From an optimization exercise on the open Yosys and OpenROAD flow, aimed at small area, a short achievable clock period and few clock cycles per item; shortcuts taken in it are not production practice.
Function was checked by simulation only, so behaviour that the tests miss may differ from the original.

==> design.v <==
`timescale 1ns / 1ps
module SHA256_FSM(
    input clk,
    input rst,
    input next,
    input [5:0] t,
    output logic digest_we,
    output logic ah_update,
    output logic cnt_en,
    output logic cntr_reset,
    output logic w_reset,
    output logic core_ready
    );
    typedef enum {IDLE, ROUNDS, LAST_ROUND, BDONE} state;
    state PS, NS;
    always_ff @(posedge clk) begin
        if (rst) begin
            PS <= IDLE;
        end
        else begin
            PS <= NS;
        end
    end
    always_comb begin
        digest_we = 0;
        cntr_reset = 0;
        w_reset = 0;
        ah_update = 0;
        cnt_en = 0;
        core_ready = 0;
        case (PS)
            IDLE: begin
                core_ready = 1;
                if (next) begin
                    cnt_en = 1;
                    w_reset = 1;
                    NS = ROUNDS;  
                end
                else begin
                    cntr_reset = 1;  
                    w_reset = 1;
                    NS = IDLE;
                end
            end
            ROUNDS: begin
                cnt_en = 1;
                ah_update = 1;
                if (t == 63) NS = LAST_ROUND;
                else NS = ROUNDS;
            end
            LAST_ROUND: begin
                cnt_en = 1;
                ah_update = 1;
                NS = BDONE;
            end
            BDONE: begin
                digest_we = 1;
                cntr_reset = 1;  
                NS = IDLE;
            end
            default: begin
                NS = IDLE;
            end
        endcase
    end
endmodule
`timescale 1ns / 1ps
module CNTR(
    input clk,
    input reset,
    input cnt_en,
    output logic [5:0] cnt
    );
    always_ff @(posedge clk) begin
        if (reset) begin
            cnt <= 0;
        end
        else if (cnt_en) begin
            cnt <= cnt + 1;
        end
    end
endmodule
`timescale 1ns / 1ps
module DIGEST_REG(
    input clk,
    input WE,
    input RST,
    input [31:0] a,
    input [31:0] b,
    input [31:0] c,
    input [31:0] d,
    input [31:0] e,
    input [31:0] f,
    input [31:0] g,
    input [31:0] h,
    output [255:0] digest
    );
    localparam SHA256_H0_0 = 32'h6a09e667;
    localparam SHA256_H0_1 = 32'hbb67ae85;
    localparam SHA256_H0_2 = 32'h3c6ef372;
    localparam SHA256_H0_3 = 32'ha54ff53a;
    localparam SHA256_H0_4 = 32'h510e527f;
    localparam SHA256_H0_5 = 32'h9b05688c;
    localparam SHA256_H0_6 = 32'h1f83d9ab;
    localparam SHA256_H0_7 = 32'h5be0cd19;
    logic [255:0] digest_reg;
    always_ff @(posedge clk) begin
        if (RST) begin
            digest_reg <= {SHA256_H0_0, SHA256_H0_1, SHA256_H0_2, SHA256_H0_3, SHA256_H0_4, SHA256_H0_5, SHA256_H0_6, SHA256_H0_7};
        end
        else if (WE) begin
            digest_reg <= {(digest[255:224] + a), (digest[223:192] + b), (digest[191:160] + c), (digest[159:128] + d), (digest[127:96] + e), (digest[95:64] + f), (digest[63:32] + g), (digest[31:0] + h)};
        end
    end
    assign digest = digest_reg;
endmodule
`timescale 1ns / 1ps
module T1(
    input [31:0] e,
    input [31:0] f,
    input [31:0] g,
    input [31:0] h,
    input [31:0] k_t,
    input [31:0] w_t,
    output [31:0] T1
    );
    logic [31:0] sum1;
    logic [31:0] ch;
    assign sum1 = ({e[5:0], e[31:6]} ^ {e[10:0], e[31:11]} ^ {e[24:0], e[31:25]});
    assign ch = (e & f) ^ (~e & g);
    assign T1 = h + sum1 + ch + k_t + w_t;
endmodule
`timescale 1ns / 1ps
module T2(
    input [31:0] a,
    input [31:0] b,
    input [31:0] c,
    output [31:0] T2
    );
    logic [31:0] sum0;
    logic [31:0] maj;
    assign sum0 = ({a[1:0], a[31:2]} ^ {a[12:0], a[31:13]} ^ {a[21:0], a[31:22]});
    assign maj = (a & b) ^ (a & c) ^ (b & c);
    assign T2 = sum0 + maj;
endmodule
`timescale 1ns / 1ps
module ah_reg(
    input reset,
    input clk,
    input ah_update,
    input [255:0] digest,
    input [31:0] t1,
    input [31:0] t2,
    output logic [31:0] a,
    output logic [31:0] b,
    output logic [31:0] c,
    output logic [31:0] d,
    output logic [31:0] e,
    output logic [31:0] f,
    output logic [31:0] g,
    output logic [31:0] h
);
    localparam SHA256_H0_0 = 32'h6a09e667;
    localparam SHA256_H0_1 = 32'hbb67ae85;
    localparam SHA256_H0_2 = 32'h3c6ef372;
    localparam SHA256_H0_3 = 32'ha54ff53a;
    localparam SHA256_H0_4 = 32'h510e527f;
    localparam SHA256_H0_5 = 32'h9b05688c;
    localparam SHA256_H0_6 = 32'h1f83d9ab;
    localparam SHA256_H0_7 = 32'h5be0cd19;
    always_ff @(posedge clk) begin
        if (reset) begin
            a <= digest[255:224];
            b <= digest[223:192];
            c <= digest[191:160];
            d <= digest[159:128];
            e <= digest[127:96];
            f <= digest[95:64];
            g <= digest[63:32];
            h <= digest[31:0];
        end
        else if (ah_update) begin
            a <= t1 + t2;
            b <= a;
            c <= b;
            d <= c;
            e <= d + t1;
            f <= e;
            g <= f;
            h <= g;
        end
    end
endmodule
`timescale 1ns / 1ps
module k_constant_rom(
    input clk,
    input [5:0] t,
    output logic [31:0] k_out
    );
    logic [31:0] k_rom;
    always_comb begin
        case (t)
            6'd0: k_rom = 32'h428a2f98;
            6'd1: k_rom = 32'h71374491;
            6'd2: k_rom = 32'hb5c0fbcf;
            6'd3: k_rom = 32'he9b5dba5;
            6'd4: k_rom = 32'h3956c25b;
            6'd5: k_rom = 32'h59f111f1;
            6'd6: k_rom = 32'h923f82a4;
            6'd7: k_rom = 32'hab1c5ed5;
            6'd8: k_rom = 32'hd807aa98;
            6'd9: k_rom = 32'h12835b01;
            6'd10: k_rom = 32'h243185be;
            6'd11: k_rom = 32'h550c7dc3;
            6'd12: k_rom = 32'h72be5d74;
            6'd13: k_rom = 32'h80deb1fe;
            6'd14: k_rom = 32'h9bdc06a7;
            6'd15: k_rom = 32'hc19bf174;
            6'd16: k_rom = 32'he49b69c1;
            6'd17: k_rom = 32'hefbe4786;
            6'd18: k_rom = 32'h0fc19dc6;
            6'd19: k_rom = 32'h240ca1cc;
            6'd20: k_rom = 32'h2de92c6f;
            6'd21: k_rom = 32'h4a7484aa;
            6'd22: k_rom = 32'h5cb0a9dc;
            6'd23: k_rom = 32'h76f988da;
            6'd24: k_rom = 32'h983e5152;
            6'd25: k_rom = 32'ha831c66d;
            6'd26: k_rom = 32'hb00327c8;
            6'd27: k_rom = 32'hbf597fc7;
            6'd28: k_rom = 32'hc6e00bf3;
            6'd29: k_rom = 32'hd5a79147;
            6'd30: k_rom = 32'h06ca6351;
            6'd31: k_rom = 32'h14292967;
            6'd32: k_rom = 32'h27b70a85;
            6'd33: k_rom = 32'h2e1b2138;
            6'd34: k_rom = 32'h4d2c6dfc;
            6'd35: k_rom = 32'h53380d13;
            6'd36: k_rom = 32'h650a7354;
            6'd37: k_rom = 32'h766a0abb;
            6'd38: k_rom = 32'h81c2c92e;
            6'd39: k_rom = 32'h92722c85;
            6'd40: k_rom = 32'ha2bfe8a1;
            6'd41: k_rom = 32'ha81a664b;
            6'd42: k_rom = 32'hc24b8b70;
            6'd43: k_rom = 32'hc76c51a3;
            6'd44: k_rom = 32'hd192e819;
            6'd45: k_rom = 32'hd6990624;
            6'd46: k_rom = 32'hf40e3585;
            6'd47: k_rom = 32'h106aa070;
            6'd48: k_rom = 32'h19a4c116;
            6'd49: k_rom = 32'h1e376c08;
            6'd50: k_rom = 32'h2748774c;
            6'd51: k_rom = 32'h34b0bcb5;
            6'd52: k_rom = 32'h391c0cb3;
            6'd53: k_rom = 32'h4ed8aa4a;
            6'd54: k_rom = 32'h5b9cca4f;
            6'd55: k_rom = 32'h682e6ff3;
            6'd56: k_rom = 32'h748f82ee;
            6'd57: k_rom = 32'h78a5636f;
            6'd58: k_rom = 32'h84c87814;
            6'd59: k_rom = 32'h8cc70208;
            6'd60: k_rom = 32'h90befffa;
            6'd61: k_rom = 32'ha4506ceb;
            6'd62: k_rom = 32'hbef9a3f7;
            6'd63: k_rom = 32'hc67178f2;
            default: k_rom = 32'h0;
        endcase
    end
    always_ff @(posedge clk) begin
        k_out <= k_rom;
    end
endmodule
`timescale 1ns / 1ps
module w_reg(
    input clk,
    input reset,
    input [511:0] block,
    output [31:0] w_t
    );
    logic [31:0] w_reg [0:15];
    always_ff @(posedge clk) begin
        if (reset) begin
            w_reg[0] <= block[511 : 480];
            w_reg[1] <= block[479 : 448];
            w_reg[2] <= block[447 : 416];
            w_reg[3] <= block[415 : 384];
            w_reg[4] <= block[383 : 352];
            w_reg[5] <= block[351 : 320];
            w_reg[6] <= block[319 : 288];
            w_reg[7] <= block[287 : 256];
            w_reg[8] <= block[255 : 224];
            w_reg[9] <= block[223 : 192];
            w_reg[10] <= block[191 : 160];
            w_reg[11] <= block[159 : 128];
            w_reg[12] <= block[127 : 96];
            w_reg[13] <= block[95 : 64];
            w_reg[14] <= block[63 : 32];
            w_reg[15] <= block[31 : 0];     
        end
        else begin
            w_reg[0] <= w_reg[1];
            w_reg[1] <= w_reg[2];
            w_reg[2] <= w_reg[3];
            w_reg[3] <= w_reg[4];
            w_reg[4] <= w_reg[5];
            w_reg[5] <= w_reg[6];
            w_reg[6] <= w_reg[7];
            w_reg[7] <= w_reg[8];
            w_reg[8] <= w_reg[9];
            w_reg[9] <= w_reg[10];
            w_reg[10] <= w_reg[11];
            w_reg[11] <= w_reg[12];
            w_reg[12] <= w_reg[13];
            w_reg[13] <= w_reg[14];
            w_reg[14] <= w_reg[15];
            w_reg[15] <= ({w_reg[14][16:0], w_reg[14][31:17]} ^ {w_reg[14][18:0], w_reg[14][31:19]} ^ {10'b0, w_reg[14][31:10]}) + w_reg[9] + ({w_reg[1][6:0], w_reg[1][31:7]} ^ {w_reg[1][17:0], w_reg[1][31:18]} ^ {3'b0, w_reg[1][31:3]}) + w_reg[0];
        end
    end
    assign w_t = w_reg[0];
endmodule
`timescale 1ns / 1ps
module SHA256_core(
    input RST,
    input CLK,
    input next_b,
    input [511:0] block,
    output [255:0] digest,
    output core_ready
    );
    logic [31:0] a_bus;
    logic [31:0] b_bus;
    logic [31:0] c_bus;
    logic [31:0] d_bus;
    logic [31:0] e_bus;
    logic [31:0] f_bus;
    logic [31:0] g_bus;
    logic [31:0] h_bus;
    logic [255:0] digest_bus;
    logic [31:0] w_t;
    logic [31:0] k_t;
    logic [31:0] t1;
    logic [31:0] t2;
    logic digest_we;
    logic ah_update;
    logic cntr_reset;
    logic w_reset;
    logic cnt_en;
    logic [5:0] rounds_cntr;
    ah_reg AH0 (.clk(CLK), .reset(w_reset), .ah_update(ah_update), .digest(digest_bus), .t1(t1), .t2(t2), .a(a_bus), .b(b_bus), .c(c_bus), .d(d_bus), .e(e_bus), .f(f_bus), .g(g_bus), .h(h_bus));
    w_reg W0 (.clk(CLK), .reset(w_reset), .block(block), .w_t(w_t));
    SHA256_FSM CORE_FSM (.clk(CLK), .rst(RST), .next(next_b), .t(rounds_cntr), .digest_we(digest_we), .ah_update(ah_update), .cntr_reset(cntr_reset), .w_reset(w_reset), .cnt_en(cnt_en), .core_ready(core_ready));
    DIGEST_REG D_REG (.clk(CLK), .WE(digest_we), .RST(RST), .a(a_bus), .b(b_bus), .c(c_bus), .d(d_bus), .e(e_bus), .f(f_bus), .g(g_bus), .h(h_bus), .digest(digest_bus));
    k_constant_rom K_ROM (.clk(CLK), .t(rounds_cntr), .k_out(k_t));
    CNTR R_CNTR (.clk(CLK), .cnt_en(cnt_en), .reset(cntr_reset | RST), .cnt(rounds_cntr));
    T1 T1_L (.e(e_bus), .f(f_bus), .g(g_bus), .h(h_bus), .k_t(k_t), .w_t(w_t), .T1(t1));
    T2 T2_L (.a(a_bus), .b(b_bus), .c(c_bus), .T2(t2)); 
    assign digest = digest_bus;
endmodule  
==> run.sh <==
#!/bin/bash
# synth_recipe.tcl (not shown) runs the flow's synth.tcl, then flattens the netlist and writes it again
# the make line also repeats each setting of config.mk as NAME=value (left out here)
make -C /OpenROAD-flow-scripts/flow DESIGN_CONFIG=/design/flow/config.mk WORK_HOME=/design/flow/orfs CLKGATE_MAP_FILE= SYNTH_SCRIPT=/design/flow/synth_recipe.tcl finish
==> config.mk <==
export PLATFORM = sky130hd
export DESIGN_NAME = SHA256_core
export DESIGN_NICKNAME = SHA256_core
export VERILOG_FILES = /design/flow/design.v
export SDC_FILE = /design/flow/constraint.sdc
export NUM_CORES = 4
export LEC_CHECK = 0
export CAP_MARGIN = 20
export CORE_MARGIN = 2
export CORE_UTILIZATION = 40
export SLEW_MARGIN = 20
==> constraint.sdc <==
create_clock -name core_clock -period 15.0 [get_ports {CLK}]
set_input_delay 3.0000 -clock core_clock [delete_from_list [all_inputs] [get_ports {CLK}]]
set_output_delay 3.0000 -clock core_clock [all_outputs]
set_load 0.01 [all_outputs]
==> results.txt <==
cell usage in the layout (no fill, tap or decap), drive strengths merged, types with 256 or more instances in the layout:
cell,count
mux2,703
clkdlybuf4s50,770
xnor2,386
dfxtp,808
edfxtp,256
a21oi,403
o21ai,432
inv,375
ha,394
nand2,420
nor2,381
metal layers:
layer,GRT usage,vias up,share of wire
li1,-,24200,-
met1,0.426,25500,0.45
met2,0.437,2111,0.43
met3,0.0872,258,0.097
met4,0.0604,24,0.019
met5,0,-,0.00063
worst max path at each step:
stage / start / to / slack, ns / depth (start not counted)
global route: AH0.h[1] / AH0.e[30] / 6.79 / 29
floorplan: AH0.h[1] / AH0.a[29] / 8.35 / 31
finish: AH0.h[1] / AH0.e[30] / 7.21 / 29
detailed placement: AH0.h[1] / AH0.e[30] / 7.45 / 29
CTS: AH0.h[1] / AH0.e[30] / 7.40 / 29
global placement: AH0.h[1] / AH0.a[29] / 7.54 / 31
final cells by class:
cell class / count / area (sq um)
well taps: 2086 / 2610
diodes: 10 / 25.0
repair buffers: 823 / 8130
multi-input cells: 4700 / 38000
flip-flops and latches: 1064 / 23900
inverters: 365 / 1380
clock inverters: 41 / 548
fillers: 14900 / 81700
clock buffers: 196 / 3750
metrics by stage:
step	cell area (sq um)	std cells	hold slack (ns)	setup WS, ns
global placement	73900	9037	0.437	7.54
detailed placement	73900	9037	0.440	7.45
floorplan	64300	6434	0.434	8.35
global route	78300	9277	0.450	6.79
finish	78300	9285	0.438	7.21
CTS	78200	9274	0.440	7.40
worst reg2reg max path, delay by kind of cell, from the launching register on:
family / cells / cell delay (ns)
AO/OA/AOI/OAI: 13 / 3.40
AND/OR/NAND/NOR: 6 / 0.79
buffers and inverters: 2 / 0.18
adder cells (fa/ha/maj): 6 / 2.49
flip-flops: 1 / 0.39
XOR/XNOR: 2 / 0.23
cells by family after synthesis:
kind of cell / after synthesis / share of synthesized area
flops: 1064 / 0.371
simple gates: 1215 / 0.0845
buf+inv: 670 / 0.0392
compound gates: 1551 / 0.154
xor+xnor: 549 / 0.0748
fa+ha+maj: 592 / 0.138
mux: 793 / 0.139
==> metrics.yaml <==
critical_path:
  worstPathArrival_ns: 8.27
  worst-r2r-cell-count: 29
  r2r-start: "AH0.h[1]"
  slowest_delay_ns: 0.96
  start_kind: "flip-flop"
  cp_num_buf_inv: 2
  crit_required_ns: 15.49
  crit_family: "compound AO/OA/AOI/OAI gates"
  critical_path_class: "flip-flop to flip-flop"
  cpMaxStageDelayCell: "a2111oi_0"
  reg2reg_setup_slack_ns: 7.21
  cp-end-kind: "flip-flop"
  cp_max_fo: 6
  r2r-end: "AH0.e[30]"
timing:
  slew_headroom: 0.156
  setup_violations: 0
  fmax_mhz: 128
  hold_viol: 0
  finalSetupTns_ns: 0
  worstMarginPinSlew_ns: 1.26
  finalMaxSlewViolations: 0
  min_period_ns: 7.79
  clock_skew_ns: 0.0541
  fin_crit_sh: 0.519
  rsz0062_at_grt: "no"
layout:
  post-route-util: 0.489
  drive_above_1_share: 0.141
  final_net_count: 8188
  area_delta_synth_final_pct: 21.7
  largest_register_ffs: 512
yosys:
  postSynthCellCount: 6434
  synth_top_area_share: 0.252
  syn_area_sq_um: 64300
  synth_edf_count: 256
  async_flop_share: 0
  yosysWarnings: 7
  synth_area_leaders: "dfxtp_1 25%, mux2_2 12%, edfxtp_1 12%"
  synthTopCellsByCount: "808 x dfxtp_1, 703 x mux2_2, 420 x nand2_1, 405 x o21ai_0, 403 x a21oi_1"
  syn_nets: 7538
  ys_seq_area_frac: 0.371
  synth_flop_cell: "dfxtp_1"
  post_synth_num_cell_types: 91
  synth_top_area_cell: "dfxtp_1"
  yosysMostFrequentCell: "dfxtp_1"
  syn_avg_cell_area_sq_um: 9.99
  synth_seq_cells: 1064
clock_network:
  h-tree-depth: 4
  root_buffer: "clkbuf_16"
  clock-sinks: 1064
  ctsResizeCount: 0
  clk_path_buf_depth: 3
  cts_tree: "done"
  hold_buffers: 0
  clk_latency_ns: 0.81
  post_cts_buffers: 0
  numCtsBuffers: 130
  clk_pin_slew_ns: 0.06
placed_design:
  io_buffers: 771
  gp_congestion: 0.949
  hpwl_mm: 200
route:
  wirelength_mm: 251
  drt_pass1_iterations: 6
  wl_per_cell_microns: 27.1
  vias: 52100
  ant_nets: 0
  drt-initial-drc-count: 5244
  drc: 0
  via_per_inst: 5.62
global_routing:
  grt_pass1_vias: 48900
  grt.total_usage: 0.296
  overflow: 0
  grt_max_degree: 163
  antenna_found_initial: 34
  grt_pass1_wl_mm: 353
status:
  status: "finished clean"
die:
  die-area_sq_um: 164000
  start_util: 0.402
  ios: 772
  die_x_microns: 405
  core_area_sq_um: 160000
  die_h_microns: 405
  num_rows: 147
worst_hold_path:
  min_from: "W0.w_reg[12][9]"
  hold_class: "flip-flop to flip-flop"
  worstHoldPathCells: 1
  whs_endpoint: "W0.w_reg[11][9]"
run:
  max-cap-violations: 0
Testbench counts, summed over its fixed seeds: cycles 8,456, blocks 128.

-- what the ideal ports hide --
The results above use ideal ports. As a check the final layout listed here was re-extracted and re-timed, cells and wires unchanged. Step 1 assumes that a clkbuf_16 drives the clock port and a buf_2 every other input. Step 2 also shifts input and output timing later by t, the mid clock arrival at the registers, as if the neighbouring blocks saw the same clock. Three values: no drivers, after step 1, after step 2; two values: the first two.
t, ns: 0.867
setup slack, ns: 7.215 / 7.215 / 7.215
slew at the worst register clock pin (ns): 0.07 / 0.07
After both steps setup and hold are still met in this run. The setup slack of this run moves by 0.000 ns with the drivers and by 0.000 ns with both steps.
